Source: an optimization exercise on an open RTL-to-GDS flow (aim: small area). Production flows keep margins and buffers that such runs may drop.
The RTL was checked by simulation tests, not by an equivalence proof against the original design.
Power and IR drop assume default switching activity.

==> flow/design.v (outline; a module is shown in full before it is edited, if it fits) <==
// module UART_Buffer: 356 lines
// module TxUART: 51 lines
// module UART: 162 lines
// module PulseWidthModulation: 35 lines
// module ToneDetection: 141 lines
// module CollisionDetection: 158 lines
// module DirectionControl: 191 lines
// module Drive: 292 lines
// module TopModule: 139 lines
module TopModule(
	input clk,
	input rst,
	output hbEnA, 
	output hbEnB, 
	output hbIn1, 
	output hbIn2, 
	output hbIn3,
	output hbIn4,
	input RFS, 
	input RRS,
	input RMS,
	input LFS, 
	input LRS,
	input LMS,
	output sevenSeg0, 
	output sevenSeg1, 
	output sevenSeg2, 
	output sevenSeg3,
	input pushBtn1,
	input pushBtn2,
	input pushBtn3,
	input pushBtn4,
	input bandPass1k,
	input bandPass1_5k,
	input bandPass2k,
	input bandPass2_5k,
	input bandPass3k,
	input colDetF,
	input colDetR, 
	output led1,
	output led2,
	output led3,
	output txData
	);
  // ...
==> flow/flow/run.sh <==
#!/bin/bash
# Layout flow: the standard flow, except that
# - after the standard synthesis the combinational logic is re-mapped for area
#   (flow/reopt.tcl); registers keep their cells and names;
# - ports are buffered with the smallest buffer (BUFFER_PORTS_ARGS);
# - clock tree synthesis runs without dummy loads (CTS_ARGS).
set -euo pipefail
R=orfs/results/${FLOW_PLATFORM}/TopModule/base
bash standard.sh synth > standard_synth.log 2>&1
cp "$R/1_2_yosys.v" std_synth.v
yosys -c flow/reopt.tcl > reopt.log 2>&1
cp reopt.v "$R/1_2_yosys.v"
bash standard.sh \
  "BUFFER_PORTS_ARGS=-buffer_cell sky130_fd_sc_hd__buf_1" \
  "CTS_ARGS=-sink_clustering_enable -repair_clock_nets -dont_use_dummy_load -buf_list sky130_fd_sc_hd__clkbuf_16 -sink_clustering_size 30 -sink_clustering_max_diameter 80" \
  finish > standard_layout.log 2>&1
==> flow/flow/reopt.tcl <==
# Re-map the standard synthesis netlist's combinational logic for area.
# Reads std_synth.v, writes reopt.v. Flip-flops stay as they are (same
# instances, cells and names); every other cell is flattened to its function
# and mapped again by ABC with an area-oriented script.
yosys -import
set lib $::env(FLOW_HOME)/platforms/sky130hd/lib/sky130_fd_sc_hd__tt_025C_1v80.lib
set dont_use {}
foreach c {probe_p_8 probec_p_8 lpflow_bleeder_1
  lpflow_clkbufkapwr_1 lpflow_clkbufkapwr_16 lpflow_clkbufkapwr_2 lpflow_clkbufkapwr_4 lpflow_clkbufkapwr_8
  lpflow_clkinvkapwr_1 lpflow_clkinvkapwr_16 lpflow_clkinvkapwr_2 lpflow_clkinvkapwr_4 lpflow_clkinvkapwr_8
  lpflow_decapkapwr_12 lpflow_decapkapwr_3 lpflow_decapkapwr_4 lpflow_decapkapwr_6 lpflow_decapkapwr_8
  lpflow_inputiso0n_1 lpflow_inputiso0p_1 lpflow_inputiso1n_1 lpflow_inputiso1p_1 lpflow_inputisolatch_1
  lpflow_isobufsrc_1 lpflow_isobufsrc_16 lpflow_isobufsrc_2 lpflow_isobufsrc_4 lpflow_isobufsrc_8
  lpflow_isobufsrckapwr_16 lpflow_lsbuf_lh_hl_isowell_tap_1 lpflow_lsbuf_lh_hl_isowell_tap_2
  lpflow_lsbuf_lh_hl_isowell_tap_4 lpflow_lsbuf_lh_isowell_4 lpflow_lsbuf_lh_isowell_tap_1
  lpflow_lsbuf_lh_isowell_tap_2 lpflow_lsbuf_lh_isowell_tap_4} {
  lappend dont_use -dont_use sky130_fd_sc_hd__$c
}

read_liberty -ignore_miss_func $lib
# keep sequential cells as they are
blackbox sky130_fd_sc_hd__df* sky130_fd_sc_hd__edf* sky130_fd_sc_hd__sdf* sky130_fd_sc_hd__sedf* sky130_fd_sc_hd__dl*
read_verilog std_synth.v
hierarchy -check -top $::env(FLOW_TOP)
flatten
opt_clean
tee -o std_stat.txt stat -liberty $lib
techmap
opt -fast
abc -liberty $lib {*}$dont_use -script "+strash;&get,-n;&st;&deepsyn,-J,30,-T,300;&put;dch,-f;amap;mfs2;&get,-n;&dch,-f;&nf,-p,-R,1000;&put"
opt_clean -purge
hilomap -singleton -hicell sky130_fd_sc_hd__conb_1 HI -locell sky130_fd_sc_hd__conb_1 LO
insbuf -buf sky130_fd_sc_hd__buf_1 A X
splitnets
opt_clean -purge
tee -o reopt_stat.txt stat -liberty $lib
write_verilog -noattr -nohex -nodec reopt.v

# the written netlist must be complete: every cell a library cell, no undriven net
design -reset
read_liberty -lib $lib
read_verilog reopt.v
hierarchy -check -top $::env(FLOW_TOP)
check -assert -mapped
==> flow/standard.sh <==
#!/bin/bash
# synth_recipe.tcl (not shown) runs the flow's synth.tcl, then flattens the netlist and writes it again
# the make line also repeats each setting of config.mk as NAME=value (left out here)
make -C /OpenROAD-flow-scripts/flow DESIGN_CONFIG=/design/flow/config.mk WORK_HOME=/design/flow/orfs CLKGATE_MAP_FILE= SYNTH_SCRIPT=/design/flow/synth_recipe.tcl "${@:-finish}"
==> flow/config.mk <==
export PLATFORM = sky130hd
export DESIGN_NAME = TopModule
export DESIGN_NICKNAME = TopModule
export VERILOG_FILES = /design/flow/design.v
export SDC_FILE = /design/flow/constraint.sdc
export NUM_CORES = 4
export LEC_CHECK = 0
export CAP_MARGIN = 20
export CORE_MARGIN = 2
export CORE_UTILIZATION = 55
export CTS_BUF_LIST = sky130_fd_sc_hd__clkbuf_16
export CTS_CLUSTER_DIAMETER = 80
export CTS_CLUSTER_SIZE = 30
export SLEW_MARGIN = 20
==> flow/constraint.sdc <==
create_clock -name core_clock -period 10.0 [get_ports {clk}]
set_input_delay 2.0000 -clock core_clock [delete_from_list [all_inputs] [get_ports {clk}]]
set_output_delay 2.0000 -clock core_clock [all_outputs]
set_load 0.01 [all_outputs]
==> metrics.md, run 1 <==
| Metric | Value |
|---|---|
| Status | timing/DRC/antenna clean |
| Total DRC errors in the routed layout | 0 |
| Post-CTS setup buffer count | 0 |
| Core box area | 18500 µm² |
| Final period utilization | 50.3% |
| Worst skew pair latency | 490 ps |
| Number of tapcells | 234 |
| Number of rows created at floorplan | 50 |
| Number of placed cells counting well taps | 1423 |
| Pre-antenna DRT Iters | 6 |
| Layout-stage area growth over the synthesis result | 7.47% |
| Worst Hold Class | flop to flop |
| Cell internal power dissipation | 0.00122 W |
| Clock buffer and inverter area fraction after layout | 2.72% |
| Share of total power consumed by net switching | 22.1% |
| Number of cells on the worst hold path | 0 |
| Vias in the first global route | 8641 |
| Setup crit start kind | input pin |
| Share of final-layout standard cells stronger than drive strength 1 | 1.91% |
| Clk power | 0.000492 W |
| Initial antenna violation count | 0 |
| Most common cell after layout, fill and taps aside | sky130_fd_sc_hd__dfxtp_1 |
| Standard cell area after detailed placement | 10700 µm² |
| Clk slew on worst S/H paths | 110 ps |
| Initial DRC Count | 946 |
| Final Hold Vio Count | 0 |
| Group with the largest share of power | sequential cells |
| Met3 WL | 2.12 mm |
| Minimum setup slack in the final design | 4970 ps |
| End of the worst hold path | myToneDetection.bandPass[3] |
| Required time at the endpoint of the critical path | 10420 ps |
| Instance count of the mapped netlist | 1153 |
| Maximum achievable frequency | 0.199 GHz |
==> run 2: changes to the inputs <==
--- a/flow/config.mk
+++ b/flow/config.mk
@@ -5,10 +5,10 @@
 export SDC_FILE = /design/flow/constraint.sdc
 export NUM_CORES = 4
 export LEC_CHECK = 0
-export CAP_MARGIN = 20
+export CAP_MARGIN = 0
 export CORE_MARGIN = 2
 export CORE_UTILIZATION = 55
 export CTS_BUF_LIST = sky130_fd_sc_hd__clkbuf_16
 export CTS_CLUSTER_DIAMETER = 80
 export CTS_CLUSTER_SIZE = 30
-export SLEW_MARGIN = 20
+export SLEW_MARGIN = 0
==> metrics.md, run 2 <==
| Metric | Value |
|---|---|
| Die Width | 141 µm |
| Element type at the critical path end | flop |
| Final Max Tran Viols | 0 |
| Total Wirelength | 28.2 mm |
| Clock tree from TritonCTS | built |
| Clock Sinks | 237 |
| Total of buffers placed on input and output ports | 28 |
| Power density of the placed cells | 142 nW/µm² |
| Maximum achievable frequency | 0.199 GHz (about the same) |
| CTS Hold Buffers Added | 0 |
| Max_slew headroom | 21.7% |
| RSZ-0062 raised after global routing | no |
| Required time at the endpoint of the critical path | 10420 ps (about the same) |
| Initial DRC Count | 977 (+3.3%) |
| Summed instance area of the synthesized netlist | 10300 µm² |
| R2R cell count | 14 |
| Global-route total usage across every layer | 27.8% |
| Final Hold Vio Count | 0 (unchanged) |
| Tightest hold margin | 337 ps |
| Initial antenna violation count | 0 (unchanged) |
| H-Tree Level Count | 1 |
| Number of cells on the worst hold path | 0 (unchanged) |
| Global-route wire length before repair | 45.2 mm |
| Highest net fanout along the worst path | 12 |
| Clock tree root driver cell | sky130_fd_sc_hd__clkbuf_16 |
| Max reg flops | 17 |
| Total Die Area | 19800 µm² |
| Pre-antenna DRT Iters | 6 (unchanged) |
| Crit Path Category | input pin to flop |
| Ports placed on the boundary | 33 |
| Pin count of the biggest net entering global routing | 70 |
| Setup violators final | 0 |
| Antenna cell count | 0 |
| Status | timing/DRC/antenna clean |
| Layout-stage area growth over the synthesis result | 7.42% (about the same) |
| Core box area | 18500 µm² (unchanged) |
| Crit path time final | 5030 ps |
| DR vias/cell | 6.56 |
| Inserted Clock Buffers | 12 |
| Worst Hold Class | flop to flop |
| Count of instances resized after the clock tree is built | 0 |
| Final GP Congestion | 1.05 |
| Instance count of the mapped netlist | 1153 (unchanged) |
| Standard cell area after detailed placement | 10700 µm² (unchanged) |
| Vertical extent of the die | 141 µm |
| Half-perimeter wire length after detailed placement | 20.1 mm |
| Slew of the pin with the lowest slew margin | 1160 ps |
| Clk slew on worst S/H paths | 110 ps (about the same) |
| Final period utilization | 50.3% (about the same) |
| Static leakage | 3.86 nW |
| Number of rows created at floorplan | 50 (unchanged) |
| Most frequent cells in the layout | sky130_fd_sc_hd__dfxtp_1 (224), sky130_fd_sc_hd__nor2_1 (147), sky130_fd_sc_hd__a22o_1 (118), sky130_fd_sc_hd__nand2_1 (110), sky130_fd_sc_hd__o21ai_0 (63) |
| Starting Density | 55.5% |
| Total gr overflow | 0 |
| TNS Setup | 0 ps |
| Max Root-Sink Buffers | 3 |
| Vias in the first global route | 8641 (unchanged) |
| Via count | 9409 |
| Critical Path AT | 5450 ps |
| Worst supply voltage drop on vdd | 0.168 mV |
| Worst clock skew | 69.9 ps |
| Post-route ant nets | 0 |
| Most common cell after layout, fill and taps aside | sky130_fd_sc_hd__dfxtp_1 |
| Max cap viols | 0 |
| Share of final-layout standard cells stronger than drive strength 1 | 1.83% (-0.082 points) |
| Post-Route Utilization | 59.6% |
| Total DRC errors in the routed layout | 0 (unchanged) |
| Worst skew pair latency | 490 ps (about the same) |
| Post-CTS setup buffer count | 0 (unchanged) |
| Final Net Count | 1222 |
| Routed length per instance | 19.7 µm |
| Number of warning messages in the yosys log | 8 |
| Synth Area per Inst | 8.92 µm² |
| Setup crit start kind | input pin |
| Post-route cell area | 11000 µm² |
| Reg with most FFs | myDrive.timer |
-- run 2: per-stage QoR --
step | total power [W] | instances | setup slack, ps
after floorplan | 0.00107 | 1156 | 5120
after global placement | 0.00110 | 1423 | 4690
after detailed placement | 0.00110 | 1423 | 4510
after CTS | 0.00159 | 1435 | 5010
after global routing | 0.00163 | 1435 | 4680
final | 0.00157 | 1435 | 4970
-- run 2: worst max-delay path, cell delays in order --
cell and delay [ps]:
sky130_fd_sc_hd__buf_1 90, sky130_fd_sc_hd__or3_1 400, sky130_fd_sc_hd__nor2_1 260, sky130_fd_sc_hd__nor3_1 120, sky130_fd_sc_hd__a22o_1 230, sky130_fd_sc_hd__nor3_1 310, sky130_fd_sc_hd__nand2_1 320, sky130_fd_sc_hd__or3_1 470
sky130_fd_sc_hd__o22ai_1 450, sky130_fd_sc_hd__and2_0 510, sky130_fd_sc_hd__nand2_1 100, sky130_fd_sc_hd__a31oi_1 180
-- run 2: per-layer routing --
layer	track usage [%]	vias to the layer above	part of all wire, %
met5	0	-	0
met1	37.4	4376	43
li1	-	4442	-
met3	5.20	132	7.5
met2	43.4	459	44
met4	13.6	0	5.6
-- run 2: area by class of cell --
cell class	count	area [µm²]
clock buffer	12	300
multi-input combinational	901	5350
timing repair buffer	37	174
fill	1698	7470
tap	234	293
inverter	14	52.6
sequential	237	4870
-- run 2: where the power goes --
part	switching, W	internal (W)	total [W]
registers	0.0000238	0.000977	0.00100
clock network	0.000275	0.000217	0.000491
logic	0.0000489	0.0000314	0.0000803
total	0.000348	0.00122	0.00157
-- run 2: final timing paths --
path                                 end  slack, ps                              start
min          myToneDetection.bandPass[3]        340  myToneDetection.bufferBandPass[3]
max                     myDrive.timer[9]       4970                           pushBtn1
max reg2reg       myUART.myTxUART.txData       5570         myUART.myTxUART.readIdx[6]
min reg2reg  myToneDetection.bandPass[3]        340  myToneDetection.bufferBandPass[3]
==> run 3: changes to the inputs <==
==> flow/config.mk (replaced) <==
export PLATFORM = sky130hd
export DESIGN_NAME = TopModule
export DESIGN_NICKNAME = TopModule
export VERILOG_FILES = /design/flow/design.v
export SDC_FILE = /design/flow/constraint.sdc
export NUM_CORES = 4
export LEC_CHECK = 0
export CAP_MARGIN = 20
export CORE_MARGIN = 2
export CORE_UTILIZATION = 68
export CTS_BUF_LIST = sky130_fd_sc_hd__clkbuf_16
export CTS_CLUSTER_DIAMETER = 80
export CTS_CLUSTER_SIZE = 30
export SLEW_MARGIN = 20
==> metrics.md, run 3 <==
| Metric | Value |
|---|---|
| Status | timing/DRC/antenna clean |
| Static leakage | 3.88 nW (+0.28%) |
| RSZ-0062 raised after global routing | no |
| Initial antenna violation count | 0 (unchanged) |
| Number of warning messages in the yosys log | 8 (unchanged) |
| Synth Area per Inst | 8.92 µm² (unchanged) |
| TNS Setup | 0 ps (unchanged) |
| Global-route wire length before repair | 47.6 mm (+5.5%) |
| Pre-antenna DRT Iters | 12 (+6) |
| Worst hold start | myToneDetection.bufferBandPass[4] |
| R2R Path End | myUART.myTxUART.txData |
| Switch Pwr | 0.000353 W (+1.6%) |
| Reg with most FFs | myDrive.timer |
| Tightest hold margin | 339 ps (+1.78 ps) |
| Starting Density | 70.2% (+15 points) |
| Core box area | 14600 µm² (-21%) |
| Highest net fanout along the worst path | 12 (unchanged) |
| Critical Path AT | 5620 ps (+170 ps) |
| Antenna cell count | 0 (unchanged) |
| Total gr overflow | 0 (unchanged) |
| Total DRC errors in the routed layout | 0 (unchanged) |
| Inserted Clock Buffers | 12 (unchanged) |
| Die Width | 127 µm (-9.8%) |
| Total Wirelength | 29.3 mm (+3.8%) |
| Start of the worst register-to-register path | myUART.myTxUART.readIdx[6] |
| R2R cell count | 14 (unchanged) |
| Clock tree root driver cell | sky130_fd_sc_hd__clkbuf_16 |
| Final GP Congestion | 1.08 (+2.9%) |
| H-Tree Level Count | 1 (unchanged) |
| Final Net Count | 1224 (+0.16%) |
| Post-route cell area | 11000 µm² (-0.43%) |
| Worst clock skew | 77.7 ps (+7.81 ps) |
| CTS Hold Buffers Added | 0 (unchanged) |
| Element type at the critical path end | flop |
| Power density of the placed cells | 143 nW/µm² (+0.80%) |
| Required time at the endpoint of the critical path | 10390 ps (-30 ps) |
| Worst supply voltage drop on vdd | 0.200 mV (+19%) |
| Post-layout instance count excluding filler cells | 1387 (-3.3%) |
| Comb pwr share | 5.4% (+0.3 points) |
| Number of rows created at floorplan | 44 (-12%) |
| Cell internal power dissipation | 0.00123 W (about the same) |
| Initial DRC Count | 1676 (+72%) |
| Clk slew on worst S/H paths | 110 ps (about the same) |
| Number of cells on the worst hold path | 0 (unchanged) |
| Filler Cell Count | 967 (-43%) |
| Met3 capacity usage during global routing | 6.96% (+1.8 points) |
| Pin count of the biggest net entering global routing | 70 (unchanged) |
| Crit Path Category | input pin to flop |
| DR vias/cell | 7.08 (+8.0%) |
| Worst skew pair latency | 480 ps (about the same) |
| Global-route total usage across every layer | 36.1% (+8.2 points) |
| Number of placed cells counting well taps | 1375 (-3.4%) |
| Standard cell area after detailed placement | 10700 µm² (-0.44%) |
| Clock Sinks | 237 (unchanged) |
| Layout-stage area growth over the synthesis result | 6.96% |
| Setup slack, reg-to-reg | 5500 ps (-70 ps) |
| Total Die Area | 16100 µm² (-19%) |
| Setup crit start kind | input pin |
| Max_slew headroom | 32.5% (+11 points) |
| Slew of the pin with the lowest slew margin | 1010 ps (-154 ps) |
| Via count | 9820 (+4.4%) |
| Final Max Tran Viols | 0 (unchanged) |
| Layer with the highest usage after global routing | met2 |
| Share of power burned in the clock network | 31.1% (-0.2 points) |
| Final Hold Vio Count | 0 (unchanged) |
| Final period utilization | 52.2% (+2.0 points) |
| Multi-input combinational cell area | 5350 µm² (unchanged) |
| End of the worst hold path | myToneDetection.bandPass[4] |
| Routed length per instance | 21.1 µm (+7.4%) |
| Ports placed on the boundary | 33 (unchanged) |
| Max cap viols | 0 (unchanged) |
| Share of total power consumed by net switching | 22.4% (+0.27 points) |
| Met2 layer usage reported by global route | 59.0% (+16 points) |
| Crit path time final | 5220 ps (+198 ps) |
| Vias in the first global route | 9213 (+6.6%) |
| Half-perimeter wire length after detailed placement | 20.5 mm (+2.4%) |
| Area of all sequential standard cells | 4870 µm² (unchanged) |
| Post-route ant nets | 0 (unchanged) |
| Share of final-layout standard cells stronger than drive strength 1 | 2.00% (+0.16 points) |
| Vertical extent of the die | 127 µm (-9.8%) |
| Max reg flops | 17 (unchanged) |
| Setup violators final | 0 (unchanged) |
| Most frequent cells in the layout | sky130_fd_sc_hd__dfxtp_1 (224), sky130_fd_sc_hd__nor2_1 (147), sky130_fd_sc_hd__a22o_1 (118), sky130_fd_sc_hd__nand2_1 (110), sky130_fd_sc_hd__o21ai_0 (63) |
| Worst Hold Class | flop to flop |
| Met1 track utilization from global routing | 46.9% (+9.5 points) |
| Count of instances resized after the clock tree is built | 0 (unchanged) |
| Instance count of the mapped netlist | 1153 (unchanged) |
| Clock tree from TritonCTS | built |
| Most common cell after layout, fill and taps aside | sky130_fd_sc_hd__dfxtp_1 |
| Fraction of power consumed by sequential logic | 63.5% (about the same) |
| Maximum achievable frequency | 0.191 GHz (-3.8%) |
| Total of buffers placed on input and output ports | 28 (unchanged) |
| Post-CTS setup buffer count | 0 (unchanged) |
| Max Root-Sink Buffers | 3 (unchanged) |
| Summed instance area of the synthesized netlist | 10300 µm² (unchanged) |
==> run 3: metal layers <==
layer	vias up	share of wire, %
met4	0	5.9
li1	4447	-
met1	4514	39
met3	189	9.8
met5	-	0
met2	670	45
==> run 3: how the worst max path moves through the flow <==
stage | startpoint | end | slack, ps | cells past startpoint
global placement | pushBtn1 | myDrive.timer[9] | 4740 | 12
finish | pushBtn1 | myDrive.timer[9] | 4780 | 12
floorplan | pushBtn1 | myDrive.timer[9] | 5120 | 11
detailed placement | pushBtn1 | myDrive.timer[9] | 4500 | 12
global route | pushBtn1 | myDrive.timer[9] | 4450 | 12
CTS | pushBtn1 | myDrive.timer[9] | 4900 | 12
==> run 3: power groups by stage <==
stage / logic (W) / registers, W / clock network (W)
after floorplan: 0.0000576 / 0.00102 / 0
after global placement: 0.0000769 / 0.00102 / 0
after detailed placement: 0.0000825 / 0.00102 / 0
after CTS: 0.0000839 / 0.00100 / 0.000491
after global routing: 0.0000940 / 0.00101 / 0.000526
final: 0.0000850 / 0.00100 / 0.000491
==> run 3: area by class of cell <==
| type | count | area share, % |
|---|---|---|
| inverters | 14 | 0.478 |
| clock buffers | 12 | 2.73 |
| flip-flops and latches | 237 | 44.3 |
| repair buffers | 39 | 1.72 |
| well taps | 184 | 2.09 |
| multi-input cells | 901 | 48.7 |
==> run 3: per-stage QoR <==
step	total power, W	util (%)	setup WS (ps)
2_1_floorplan	0.00107	-	5120
3_3_place_gp	0.00110	73.1	4740
3_5_place_dp	0.00111	73.1	4500
4_1_cts	0.00158	75.1	4900
5_1_grt	0.00163	75.1	4450
6_report	0.00158	75.1	4780
==> run 3: critical path, cell delays in order <==
cell and delay [ps]:
sky130_fd_sc_hd__buf_1 100, sky130_fd_sc_hd__or3_1 410, sky130_fd_sc_hd__nor2_1 270, sky130_fd_sc_hd__nor3_1 120, sky130_fd_sc_hd__a22o_1 230, sky130_fd_sc_hd__nor3_1 290
sky130_fd_sc_hd__nand2_1 310, sky130_fd_sc_hd__or3_1 480, sky130_fd_sc_hd__o22ai_1 510, sky130_fd_sc_hd__and2_0 550, sky130_fd_sc_hd__nand2_1 140, sky130_fd_sc_hd__a31oi_1 190
==> run 4: changes to the inputs <==
--- a/flow/flow/run.sh
+++ b/flow/flow/run.sh
@@ -12,5 +12,5 @@
 cp reopt.v "$R/1_2_yosys.v"
 bash standard.sh \
   "BUFFER_PORTS_ARGS=-buffer_cell sky130_fd_sc_hd__buf_1" \
-  "CTS_ARGS=-sink_clustering_enable -repair_clock_nets -dont_use_dummy_load -buf_list sky130_fd_sc_hd__clkbuf_16 -sink_clustering_size 30 -sink_clustering_max_diameter 80" \
+  "CTS_ARGS=-sink_clustering_enable -repair_clock_nets -dont_use_dummy_load -buf_list sky130_fd_sc_hd__clkbuf_16 -root_buf sky130_fd_sc_hd__clkbuf_8 -tree_buf sky130_fd_sc_hd__clkbuf_8 -sink_clustering_size 30 -sink_clustering_max_diameter 80" \
   finish > standard_layout.log 2>&1
--- a/flow/config.mk
+++ b/flow/config.mk
@@ -7,7 +7,7 @@
 export LEC_CHECK = 0
 export CAP_MARGIN = 20
 export CORE_MARGIN = 2
-export CORE_UTILIZATION = 68
+export CORE_UTILIZATION = 55
 export CTS_BUF_LIST = sky130_fd_sc_hd__clkbuf_16
 export CTS_CLUSTER_DIAMETER = 80
 export CTS_CLUSTER_SIZE = 30
==> metrics.md, run 4 <==
| Metric | Value |
|---|---|
| Pin count of the biggest net entering global routing | 70 (unchanged) |
| Setup violators final | 0 (unchanged) |
| Pre-antenna DRT Iters | 17 (+5) |
| Clk slew on worst S/H paths | 110 ps (about the same) |
| Synth Area per Inst | 8.92 µm² (unchanged) |
| Status | timing/DRC/antenna clean |
| Static leakage | 3.85 nW (-0.58%) |
| Clock tree root driver cell | sky130_fd_sc_hd__clkbuf_8 |
| Total of buffers placed on input and output ports | 28 (unchanged) |
| Initial antenna violation count | 0 (unchanged) |
| Setup crit start kind | input pin |
| Met3 WL | 2.07 mm (-28%) |
| Vertical extent of the die | 141 µm (+11%) |
| Post-CTS setup buffer count | 0 (unchanged) |
| Total gr overflow | 0 (unchanged) |
| Required time at the endpoint of the critical path | 10480 ps (+90 ps) |
| TNS Setup | 0 ps (unchanged) |
| Maximum achievable frequency | 0.201 GHz (+5.0%) |
| Most frequent cells in the layout | sky130_fd_sc_hd__dfxtp_1 (224), sky130_fd_sc_hd__nor2_1 (147), sky130_fd_sc_hd__a22o_1 (118), sky130_fd_sc_hd__nand2_1 (110), sky130_fd_sc_hd__o21ai_0 (63) |
| Worst clock skew | 102 ps (+24.1 ps) |
| Count of instances resized after the clock tree is built | 0 (unchanged) |
| Max_slew headroom | 34.4% (+1.9 points) |
| Post-route ant nets | 0 (unchanged) |
| Total DRC errors in the routed layout | 0 (unchanged) |
| Summed instance area of the synthesized netlist | 10300 µm² (unchanged) |
| Antenna cell count | 0 (unchanged) |
| Number of rows created at floorplan | 50 (+14%) |
| Total Die Area | 19800 µm² (+23%) |
| Die Width | 141 µm (+11%) |
| Worst skew pair latency | 550 ps (+70 ps) |
| DR vias/cell | 6.58 (-7.1%) |
| Slew of the pin with the lowest slew margin | 980 ps (-28.6 ps) |
| H-Tree Level Count | 1 (unchanged) |
| Clock tree from TritonCTS | built |
| Max cap viols | 0 (unchanged) |
| Total Wirelength | 28.2 mm (-3.6%) |
| Final GP Congestion | 1.05 (-2.9%) |
| RSZ-0062 raised after global routing | no |
| Starting Density | 55.5% (-15 points) |
| CTS Hold Buffers Added | 0 (unchanged) |
| Element type at the critical path end | flop |
| Final period utilization | 49.7% (-2.5 points) |
| Max reg flops | 17 (unchanged) |
| Crit Path Category | input pin to flop |
| Final Hold Vio Count | 0 (unchanged) |
| Clock Sinks | 237 (unchanged) |
| Half-perimeter wire length after detailed placement | 20.1 mm (-2.3%) |
| Instance count of the mapped netlist | 1153 (unchanged) |
| Ports placed on the boundary | 33 (unchanged) |
| DR top layer | met4 |
| Design Power | 0.00154 W (-2.1%) |
| Global-route wire length before repair | 45.2 mm (-5.2%) |
| Vias in the first global route | 8648 (-6.1%) |
| Most common cell after layout, fill and taps aside | sky130_fd_sc_hd__dfxtp_1 |
| Critical Path AT | 5450 ps (-170 ps) |
| Worst supply voltage drop on vdd | 0.168 mV (-16%) |
| Final Net Count | 1223 (-0.082%) |
| Inserted Clock Buffers | 12 (unchanged) |
| Max Root-Sink Buffers | 3 (unchanged) |
| Layout-stage area growth over the synthesis result | 7.14% |
| WL met1 | 12.2 mm (+7.0%) |
| Power density of the placed cells | 140 nW/µm² (-2.3%) |
| Initial DRC Count | 938 (-44%) |
| Routed length per instance | 19.7 µm (-6.9%) |
| Global-route total usage across every layer | 27.8% (-8.2 points) |
| Final Max Tran Viols | 0 (unchanged) |
| Via count | 9446 (-3.8%) |
| Routed length on met2 | 12.4 mm (-6.9%) |
| Filler Cell Count | 1702 (+76%) |
| Core box area | 18500 µm² (+26%) |
| Crit path time final | 4970 ps (-251 ps) |
| Worst Hold Class | flop to flop |
| Number of warning messages in the yosys log | 8 (unchanged) |
| Reg with most FFs | myDrive.timer |
| Highest net fanout along the worst path | 12 (unchanged) |
| Share of final-layout standard cells stronger than drive strength 1 | 1.91% (-0.082 points) |
run 4: area by class of cell:
type	count	area (µm²)	area share, %
multi-input cells	901	5350	48.6
flip-flops and latches	237	4870	44.2
inverters	14	52.6	0.477
well taps	234	293	2.66
repair buffers	38	179	1.62
clock buffers	12	267	2.42
run 4: routing by layer:
layer	track usage [%]	vias up
li1	-	4447
met1	37.4	4385
met2	43.3	478
met3	4.99	136
met4	14.1	0
met5	0	-
run 4: path summary, 6_finish.rpt:
check | start | to | slack, ps | cells past startpoint
max reg2reg | myUART.myTxUART.readIdx[4] | myUART.myTxUART.txData | 5720 | 14
min reg2reg | myToneDetection.bufferBandPass[3] | myToneDetection.bandPass[3] | 340 | 0
max | pushBtn1 | myDrive.timer[9] | 5030 | 12
min | myToneDetection.bufferBandPass[3] | myToneDetection.bandPass[3] | 340 | 0
run 4: critical path, cell delays in order:
cell and delay (ps):
sky130_fd_sc_hd__buf_1 90, sky130_fd_sc_hd__or3_1 390, sky130_fd_sc_hd__nor2_1 260, sky130_fd_sc_hd__nor3_1 120
sky130_fd_sc_hd__a22o_1 230, sky130_fd_sc_hd__nor3_1 310, sky130_fd_sc_hd__nand2_1 320, sky130_fd_sc_hd__or3_1 470
sky130_fd_sc_hd__o22ai_1 460, sky130_fd_sc_hd__and2_0 500, sky130_fd_sc_hd__nand2_1 100, sky130_fd_sc_hd__a31oi_1 180
run 4: metrics by stage:
step / hold WS [ps] / std cells / area, µm² / setup slack [ps] / util [%]
after floorplan: 310 / 1156 / 10300 / 5120 / -
after global placement: 311 / 1423 / 10700 / 4690 / 58.0
after detailed placement: 314 / 1423 / 10700 / 4510 / 58.0
after CTS: 339 / 1435 / 11000 / 5070 / 59.5
after global routing: 345 / 1436 / 11000 / 4730 / 59.5
final: 337 / 1436 / 11000 / 5030 / 59.5
run 4: power by group:
part           switching (W)  leakage [nW]  internal [W]
Sequential         0.0000239          1.94      0.000977
Combinational      0.0000490          1.78     0.0000314
Clock               0.000274         0.132      0.000189
Total               0.000347          3.85       0.00120
==> run 5: changes to the inputs <==
--- a/flow/flow/run.sh
+++ b/flow/flow/run.sh
@@ -3,7 +3,8 @@
 # - after the standard synthesis the combinational logic is re-mapped for area
 #   (flow/reopt.tcl); registers keep their cells and names;
 # - ports are buffered with the smallest buffer (BUFFER_PORTS_ARGS);
-# - clock tree synthesis runs without dummy loads (CTS_ARGS).
+# - clock tree synthesis runs without dummy loads and with smaller root and
+#   branch buffers (CTS_ARGS).
 set -euo pipefail
 R=orfs/results/${FLOW_PLATFORM}/TopModule/base
 bash standard.sh synth > standard_synth.log 2>&1
==> metrics.md, run 5 <==
| Metric | Value |
|---|---|
| Pin count of the biggest net entering global routing | 70 (unchanged) |
| Clk slew on worst S/H paths | 110 ps (about the same) |
| Number of placed cells counting well taps | 1423 (unchanged) |
| Share of total power consumed by net switching | 22.4% (unchanged) |
| Summed instance area of the synthesized netlist | 10300 µm² (unchanged) |
| Tightest hold margin | 337 ps (unchanged) |
| Setup crit start kind | input pin |
| Final Net Count | 1223 (unchanged) |
| Multi-input combinational cell area | 5350 µm² (unchanged) |
| Routed length per instance | 19.7 µm (unchanged) |
| Slew of the pin with the lowest slew margin | 980 ps (unchanged) |
| Total Wirelength | 28.2 mm (unchanged) |
| Reg with most FFs | myDrive.timer |
| Clock Sinks | 237 (unchanged) |
| Power density of the placed cells | 140 nW/µm² (unchanged) |
| Worst clock skew | 102 ps (unchanged) |
| Most common cell after layout, fill and taps aside | sky130_fd_sc_hd__dfxtp_1 |
| Post-Route Utilization | 59.5% (unchanged) |
| Global-route total usage across every layer | 27.8% (unchanged) |
| Status | timing/DRC/antenna clean |
| Comb pwr share | 5.2% (about the same) |
| Switch Pwr | 0.000347 W (unchanged) |
| Design Power | 0.00154 W (unchanged) |
| Max reg flops | 17 (unchanged) |
| Number of cells on the worst hold path | 0 (unchanged) |
| Total gr overflow | 0 (unchanged) |
| Via count | 9446 (unchanged) |
| Final GP Congestion | 1.05 (unchanged) |
| Core box area | 18500 µm² (unchanged) |
| Highest net fanout along the worst path | 12 (unchanged) |
| Post-route ant nets | 0 (unchanged) |
| Share of power burned in the clock network | 30.0% (about the same) |
| Clock tree root driver cell | sky130_fd_sc_hd__clkbuf_8 |
| Total Die Area | 19800 µm² (unchanged) |
| Starting Density | 55.5% (unchanged) |
| Worst Hold Class | flop to flop |
| Initial antenna violation count | 0 (unchanged) |
| Initial DRC Count | 938 (unchanged) |
| Static leakage | 3.85 nW (unchanged) |
| Crit Path Category | input pin to flop |
| Total DRC errors in the routed layout | 0 (unchanged) |
| RSZ-0062 raised after global routing | no |
| Critical Path AT | 5450 ps (about the same) |
| Max_slew headroom | 34.4% (unchanged) |
| Ports placed on the boundary | 33 (unchanged) |
| Worst skew pair latency | 550 ps (about the same) |
| Worst supply voltage drop on vdd | 0.168 mV (unchanged) |
| Element type at the critical path end | flop |
| Half-perimeter wire length after detailed placement | 20.1 mm (unchanged) |
| Antenna cell count | 0 (unchanged) |
| Filler Cell Count | 1702 (unchanged) |
| Required time at the endpoint of the critical path | 10480 ps (about the same) |
| Vias in the first global route | 8648 (unchanged) |
| Instance count of the mapped netlist | 1153 (unchanged) |
| Cell internal power dissipation | 0.00120 W (unchanged) |
| Max Root-Sink Buffers | 3 (unchanged) |
| H-Tree Level Count | 1 (unchanged) |
| Most frequent cells in the layout | sky130_fd_sc_hd__dfxtp_1 (224), sky130_fd_sc_hd__nor2_1 (147), sky130_fd_sc_hd__a22o_1 (118), sky130_fd_sc_hd__nand2_1 (110), sky130_fd_sc_hd__o21ai_0 (63) |
| DR vias/cell | 6.58 (unchanged) |
| Layout-stage area growth over the synthesis result | 7.14% (unchanged) |
| Inserted Clock Buffers | 12 (unchanged) |
| Setup violators final | 0 (unchanged) |
| R2R cell count | 14 (unchanged) |
| Maximum achievable frequency | 0.201 GHz (unchanged) |
| Number of warning messages in the yosys log | 8 (unchanged) |
| Area of all sequential standard cells | 4870 µm² (unchanged) |
| Fraction of power consumed by sequential logic | 64.8% (about the same) |
| Max cap viols | 0 (unchanged) |
| Vertical extent of the die | 141 µm (unchanged) |
| Die Width | 141 µm (unchanged) |
| Count of instances resized after the clock tree is built | 0 (unchanged) |
| Post-CTS setup buffer count | 0 (unchanged) |
| Share of final-layout standard cells stronger than drive strength 1 | 1.91% (unchanged) |
| Number of rows created at floorplan | 50 (unchanged) |
| Post-layout instance count excluding filler cells | 1436 (unchanged) |
| Synth Area per Inst | 8.92 µm² (unchanged) |
| Final period utilization | 49.7% (unchanged) |
| Clock tree from TritonCTS | built |
| Final Max Tran Viols | 0 (unchanged) |
| TNS Setup | 0 ps (unchanged) |
| Global-route wire length before repair | 45.2 mm (unchanged) |
| Final Hold Vio Count | 0 (unchanged) |
| Crit path time final | 4970 ps (unchanged) |
| Total of buffers placed on input and output ports | 28 (unchanged) |
| Pre-antenna DRT Iters | 17 (unchanged) |
| CTS Hold Buffers Added | 0 (unchanged) |
[run 5: cell counts in the layout (fill, tap and decap cells not counted)]
Identical to the previous run, type by type.
[run 5: cell type report]
cell class | instances | area share [%]
clock buffer | 12 | 2.42
inverter | 14 | 0.477
multi-input combinational | 901 | 48.6
sequential | 237 | 44.2
tap | 234 | 2.66
timing repair buffer | 38 | 1.62
[run 5: path summary, 6_finish.rpt]
kind | startpoint | endpoint | slack, ps
max | pushBtn1 | myDrive.timer[9] | 5030
min | myToneDetection.bufferBandPass[3] | myToneDetection.bandPass[3] | 340
max reg2reg | myUART.myTxUART.readIdx[4] | myUART.myTxUART.txData | 5720
min reg2reg | myToneDetection.bufferBandPass[3] | myToneDetection.bandPass[3] | 340
[run 5: power by group through the flow]
stage / Sequential, W / Combinational, W / Clock (W)
CTS: 0.00100 / 0.0000805 / 0.000477
floorplan: 0.00102 / 0.0000576 / 0
global route: 0.00101 / 0.0000920 / 0.000508
detailed placement: 0.00102 / 0.0000800 / 0
global placement: 0.00102 / 0.0000785 / 0
finish: 0.00100 / 0.0000803 / 0.000463
[run 5: metrics by stage]
step | instance area (µm²) | setup WS (ps)
floorplan | 10300 | 5120
global placement | 10700 | 4690
detailed placement | 10700 | 4510
CTS | 11000 | 5070
global route | 11000 | 4730
finish | 11000 | 5030
[run 5: layer usage]
metal	vias up	track usage [%]	share of wire, %
li1	4447	-	-
met1	4385	37.4	43
met2	478	43.3	44
met3	136	4.99	7.3
met4	0	14.1	5.7
met5	-	0	0
[run 5: worst max-delay path, stage by stage]
cell	delay (ps)
sky130_fd_sc_hd__buf_1	90
sky130_fd_sc_hd__or3_1	390
sky130_fd_sc_hd__nor2_1	260
sky130_fd_sc_hd__nor3_1	120
sky130_fd_sc_hd__a22o_1	230
sky130_fd_sc_hd__nor3_1	310
sky130_fd_sc_hd__nand2_1	320
sky130_fd_sc_hd__or3_1	470
sky130_fd_sc_hd__o22ai_1	460
sky130_fd_sc_hd__and2_0	500
sky130_fd_sc_hd__nand2_1	100
sky130_fd_sc_hd__a31oi_1	180

-- afterwards: timing with drivers on the ports --
No port has a modelled driver above. Below, the same layouts with a new extraction and two added sets of constraints. Step 1: set_driving_cell puts a clkbuf_16 on clk and a buf_2 on each other input, an assumption about the parent block. Step 2, shift: input delay + t, output delay - t, t = (earliest + latest rising clock arrival at the registers) / 2. This alone moves slack from input paths to output paths. Slacks: no drivers / after step 1 / after step 2; pairs: no drivers / after step 1.
| run | shift t [ns] | setup WS [ns] | worst setup path at the end | slew at the worst register clock pin (ns) | worst slew at a driven data input, ns |
|---|---|---|---|---|---|
| run 1 | 0.504 | 4.973 / 4.997 / 4.493 | input to register | 0.11 / 0.11 | 0.03 |
| run 2 | 0.504 | 4.974 / 4.999 / 4.495 | input to register | 0.11 / 0.11 | 0.03 |
| run 3 | 0.485 | 4.776 / 4.792 / 4.307 | input to register | 0.11 / 0.11 | 0.04 |
| run 4 | 0.534 | 5.027 / 5.047 / 4.512 | input to register | 0.11 / 0.11 | 0.03 |
| run 5 | 0.534 | 5.027 / 5.047 / 4.512 | input to register | 0.11 / 0.11 | 0.03 |
After both steps every run listed still meets setup and hold.
